From an optimization exercise on the open Yosys and OpenROAD flow, aimed at small area and a short achievable clock period; shortcuts taken in it are not production practice.
Function was checked by simulation only, so behaviour that the tests miss may differ from the original.

== build 25 ==
==> flow/design.v (excerpt) <==
module qrs(
input clk,
input reset,
input signed [15:0] data_in,
output  signed [15:0] up,
output  signed [15:0] low,
output  signed [15:0] low_out,
output  signed [15:0] high,
output  signed [15:0] high_out,
output  signed [15:0] deri_out,
output  signed [15:0] sqr_out,
output  signed [15:0] avg_out,
output  signed [15:0] data_out
    );
Size: about 530 flip-flops, roughly 160 I/O pins.
export LEC_CHECK = 0
export ABC_AREA = 1
export CAP_MARGIN = 20
export CORE_MARGIN = 2
export CORE_UTILIZATION = 40
export SLEW_MARGIN = 20
create_clock -name core_clock -period 25.0 [get_ports {clk}]
standard.sh (not shown) runs the stock make flow with config.mk's settings and CLKGATE_MAP_FILE= SYNTH_SCRIPT=/design/flow/synth_recipe.tcl, a recipe that flattens the netlist after the stock synthesis.
==> flow/flow/run.sh <==
#!/bin/bash
# Standard layout (the standard.sh), with plain buf_1 cells as the port
# buffers, a clock tree of clkbuf_16 cells in sink clusters of up to 30
# without dummy loads, and timing repair asked to leave 15.9 ns of setup slack.
set -euo pipefail
export BUFFER_PORTS_ARGS="-buffer_cell sky130_fd_sc_hd__buf_1"
export CTS_ARGS="-sink_clustering_enable -repair_clock_nets -dont_use_dummy_load -buf_list sky130_fd_sc_hd__clkbuf_16 -sink_clustering_size 30 -sink_clustering_max_diameter 100"
bash standard.sh SETUP_SLACK_MARGIN=15.9 finish > standard_flow.log 2>&1
Here is what was changed in the inputs of build 48 compared with build 25.
==> flow/flow/run.sh <==
#!/bin/bash
# Standard layout (the standard.sh), with plain buf_2 cells as the port
# buffers, a clock tree of clkbuf_16 cells in sink clusters of up to 25
# without dummy loads, and timing repair asked to leave 15.7 ns of setup slack.
set -euo pipefail
export BUFFER_PORTS_ARGS="-buffer_cell sky130_fd_sc_hd__buf_2"
export CTS_ARGS="-sink_clustering_enable -repair_clock_nets -dont_use_dummy_load -buf_list sky130_fd_sc_hd__clkbuf_16 -sink_clustering_size 25 -sink_clustering_max_diameter 90"
bash standard.sh SETUP_SLACK_MARGIN=15.9 finish > standard_flow.log 2>&1
==> comparison <==
- Sort build 48 and build 25 by number of nets in the layout, descending, and build 48 comes first.
- Against build 25, overall routed net length in build 48 came out worse.
- NOTE length of routed wiring on met1 build 25->build 48 increased slightly
- Comparing build 48 against build 25, there is no change at all in setup TNS after final layout.
- Diff build 25..build 48 | number of endpoints failing setup at the final stage | unchanged
- Of build 48 and build 25, build 48 shows the higher core utilization, with build 25 below it.
- Build 48 vs build 25 on worst slack at placement: build 48 is the higher one.
- Re post-CTS setup repair buffer count: build 25 was higher than build 48.
- Comparing post-layout worst setup margin for build 48 and build 25, the smaller number came from build 25.
- Looking at final design instance area without fill, build 48 sits about 1.4% higher than build 25 does.
Setup changes, build 48 to build 27
==> flow/flow/run.sh <==
#!/bin/bash
# Standard layout (the standard.sh), with plain buf_1 cells as the port
# buffers, a clock tree of clkbuf_16 cells in sink clusters of up to 25
# without dummy loads, and timing repair asked to leave 16.1 ns of setup slack.
set -euo pipefail
export BUFFER_PORTS_ARGS="-buffer_cell sky130_fd_sc_hd__buf_1"
export CTS_ARGS="-sink_clustering_enable -repair_clock_nets -dont_use_dummy_load -buf_list sky130_fd_sc_hd__clkbuf_16 -sink_clustering_size 25 -sink_clustering_max_diameter 90"
bash standard.sh SETUP_SLACK_MARGIN=16.1 finish > standard_flow.log 2>&1
==> comparison <==
Lower met3 track demand over resource among build 48 and build 27: build 48
Count of nets after finishing (build 27 vs. build 48) increases slightly
Going from build 48 to build 27, setup slack now larger; total CTS buffers now smaller.
> inputs changed (build 27 -> build 52)
==> flow/flow/run.sh <==
#!/bin/bash
# Standard layout (the standard.sh), with plain buf_2 cells as the port
# buffers, a clock tree of clkbuf_16 cells in sink clusters of up to 25
# without dummy loads, and timing repair asked to leave 15.7 ns of setup slack.
set -euo pipefail
export BUFFER_PORTS_ARGS="-buffer_cell sky130_fd_sc_hd__buf_2"
export CTS_ARGS="-sink_clustering_enable -repair_clock_nets -dont_use_dummy_load -buf_list sky130_fd_sc_hd__clkbuf_16 -sink_clustering_size 25 -sink_clustering_max_diameter 90"
bash standard.sh SETUP_SLACK_MARGIN=15.7 finish > standard_flow.log 2>&1
Notes after the runs:
Build 52 | status: complete | timing, DRC, antenna: pass
There was hardly any difference in final estimated routing congestion in global placement between build 52 and build 27.
Sort build 52 and build 27 by clock latency on the worst-skew pair, ascending, and build 52 comes first.
~same first-iteration DRC count in build 52 and build 27
Any difference in routed wire length between build 52 and build 27 is small enough to ignore.
Total buffers and inverters traversed by the critical path down 1 in build 52 wrt build 27
Going from build 27 to build 52, minimum clock period higher, TritonCTS buffer count comparable, area taken by flip-flops and latches shows no meaningful change.
The standard cells in build 52 occupy less silicon area than those in build 27 do.
Measured slew at the worst slew-check pin was lower in the run labelled build 52.
What build 49 does differently from build 52 at the input level:
==> flow/flow/run.sh <==
#!/bin/bash
# Standard layout (the standard.sh), with plain buf_1 cells as the port
# buffers, a clock tree of clkbuf_16 cells in sink clusters of up to 25
# without dummy loads, and timing repair asked to leave 15.9 ns of setup slack.
set -euo pipefail
export BUFFER_PORTS_ARGS="-buffer_cell sky130_fd_sc_hd__buf_1"
export CTS_ARGS="-sink_clustering_enable -repair_clock_nets -dont_use_dummy_load -buf_list sky130_fd_sc_hd__clkbuf_16 -sink_clustering_size 25 -sink_clustering_max_diameter 90"
bash standard.sh SETUP_SLACK_MARGIN=15.9 finish > standard_flow.log 2>&1
[summary]
- The register area share after synthesis on build 52 is in line with that on build 49.
- Against build 52, final cell count in build 49 rose slightly.
- Changes observed in build 49 relative to build 52: area growth from synthesis to layout saw an increase, register-to-register slack went up by 150 ps.

* * *

## red
qrs, a different RTL version from the one above (not shown whole).
Size: about 550 flip-flops, about 160 I/O pins, ~28000 um2 of cells after synthesis.
Settings: LEC_CHECK=0, ABC_AREA=1, CAP_MARGIN=20, CORE_MARGIN=2, CORE_UTILIZATION=40, SLEW_MARGIN=20; clock period 25.0 ns.
==> flow/flow/run.sh <==
#!/bin/bash
# Standard layout (the standard.sh), with plain buf_2 cells as the port
# buffers, a clock tree of clkbuf_16 cells in sink clusters of up to 20
# without dummy loads, and timing repair asked to leave 16 ns of setup slack.
set -euo pipefail
export BUFFER_PORTS_ARGS="-buffer_cell sky130_fd_sc_hd__buf_2"
export CTS_ARGS="-sink_clustering_enable -repair_clock_nets -dont_use_dummy_load -buf_list sky130_fd_sc_hd__clkbuf_16 -sink_clustering_size 20 -sink_clustering_max_diameter 80"
bash standard.sh SETUP_SLACK_MARGIN=16 finish > standard_flow.log 2>&1
red: no failed stages, no open violations at the end
### red -> blue
--- a/flow/flow/run.sh
+++ b/flow/flow/run.sh
@@ -3,2 +3,2 @@
-# buffers, a clock tree of clkbuf_16 cells in sink clusters of up to 20
-# without dummy loads, and timing repair asked to leave 16 ns of setup slack.
+# buffers and a clock tree of clkbuf_16 cells in sink clusters of up to 20,
+# without dummy loads.
@@ -8 +8 @@
-bash standard.sh SETUP_SLACK_MARGIN=16 finish > standard_flow.log 2>&1
+bash standard.sh finish > standard_flow.log 2>&1
blue reports a lower met3 layer wire length in the routed design than red does. red has higher proportion of layout cells with a drive suffix above 1 than blue. Of blue and red, the run reporting the higher flip-flop and latch share of the layout cell area was blue. blue has less setup slack than red. Sort blue and red by total routed wirelength, descending, and red comes first. Diff red -> blue: worst hold-check slack grew by 0.021 ns; cell area after layout shrank by 970 um2.
Edits applied to the flow inputs when going from blue to green:
--- a/flow/flow/run.sh
+++ b/flow/flow/run.sh
@@ -3,2 +3,2 @@
-# buffers and a clock tree of clkbuf_16 cells in sink clusters of up to 20,
-# without dummy loads.
+# buffers, a clock tree of clkbuf_16 cells in sink clusters of up to 20
+# without dummy loads, and timing repair asked to leave 17 ns of setup slack.
@@ -8 +8 @@
-bash standard.sh finish > standard_flow.log 2>&1
+bash standard.sh SETUP_SLACK_MARGIN=17 finish > standard_flow.log 2>&1
Notes after the runs:
Worst setup margin: lower on blue. Max-cap violation count came out exactly the same in blue and green. For first-pass GRT wire length, dividing the value from blue by the value from green gives 0.936. | pin slew with the least headroom to its limit | lower: green |.
> inputs changed (green -> orange)
- PLACE_DENSITY: unset -> 0.7
- CORE_UTILIZATION: 40 -> 55
--- a/flow/flow/run.sh
+++ b/flow/flow/run.sh
@@ -4 +4 @@
-# without dummy loads, and timing repair asked to leave 17 ns of setup slack.
+# without dummy loads, and timing repair asked to leave 16 ns of setup slack.
@@ -8 +8 @@
-bash standard.sh SETUP_SLACK_MARGIN=17 finish > standard_flow.log 2>&1
+bash standard.sh SETUP_SLACK_MARGIN=16 finish > standard_flow.log 2>&1
Results
orange vs. green: layout overhead on the synthesized area went down by 17 points. Worst max-slew margin expressed relative to the limit delta (orange − green): unfavourable. Clock latency reported for the late side of the worst-skew pair: orange < green. Number of stages on the worst setup path (orange vs. green) increases by more than 10%. What green reported for post-cts repair resize count has to be multiplied by 0.094 to get the figure for orange. Summary: with green as the reference, non-clock buffer instance count of the final layout in orange moved down by more than half.
Changes in purple relative to orange:
- removing PLACE_DENSITY (formerly 0.7)
- changing CORE_UTILIZATION from 55 to 40
--- a/flow/flow/run.sh
+++ b/flow/flow/run.sh
@@ -4 +4 @@
-# without dummy loads, and timing repair asked to leave 16 ns of setup slack.
+# without dummy loads, and timing repair asked to leave 16.3 ns of setup slack.
@@ -8 +8 @@
-bash standard.sh SETUP_SLACK_MARGIN=16 finish > standard_flow.log 2>&1
+bash standard.sh SETUP_SLACK_MARGIN=16.3 finish > standard_flow.log 2>&1
==> comparison <==
- The final clock period utilization by the worst path number comes out lower for purple vs orange.
- Lower wire length per cell after detailed routing among orange and purple: purple

[port drivers added, routing unchanged]
In the flow no input, the clock included, has a driving cell. The finished layouts below were timed again as built, in two steps. Step 1 assumes that a clkbuf_16 drives the clock port and a buf_2 every other input. Step 2 also shifts input and output timing later by t, the mid clock arrival at the registers, as if the neighbouring blocks saw the same clock. Three values: ideal, step 1, step 2; two values: the first two.
| run | t (ns) | setup WS [ns] | slew at the worst register clock pin (ns) |
|---|---|---|---|
| build 25 | 0.633 | 16.043 / 16.061 / 15.454 | 0.11 / 0.11 |
| build 48 | 0.610 | 16.048 / 16.057 / 15.476 | 0.09 / 0.09 |
| build 27 | 0.597 | 16.057 / 16.077 / 15.480 | 0.10 / 0.10 |
| build 52 | 0.595 | 15.938 / 15.979 / 15.385 | 0.10 / 0.10 |
| build 49 | 0.648 | 16.050 / 16.046 / 15.445 | 0.10 / 0.10 |
| red | 0.612 | 16.128 / 16.166 / 15.554 | 0.09 / 0.09 |
| blue | 0.619 | 15.317 / 15.358 / 14.739 | 0.09 / 0.09 |
| green | 0.625 | 16.186 / 16.143 / 15.598 | 0.09 / 0.09 |
| orange | 0.598 | 16.117 / 16.094 / 15.504 | 0.09 / 0.09 |
| purple | 0.615 | 16.188 / 16.208 / 15.593 | 0.08 / 0.08 |
After both steps every run listed still meets setup and hold. The setup slack of orange, which loses most, moves by -0.023 ns with the drivers and by -0.613 ns with both steps.
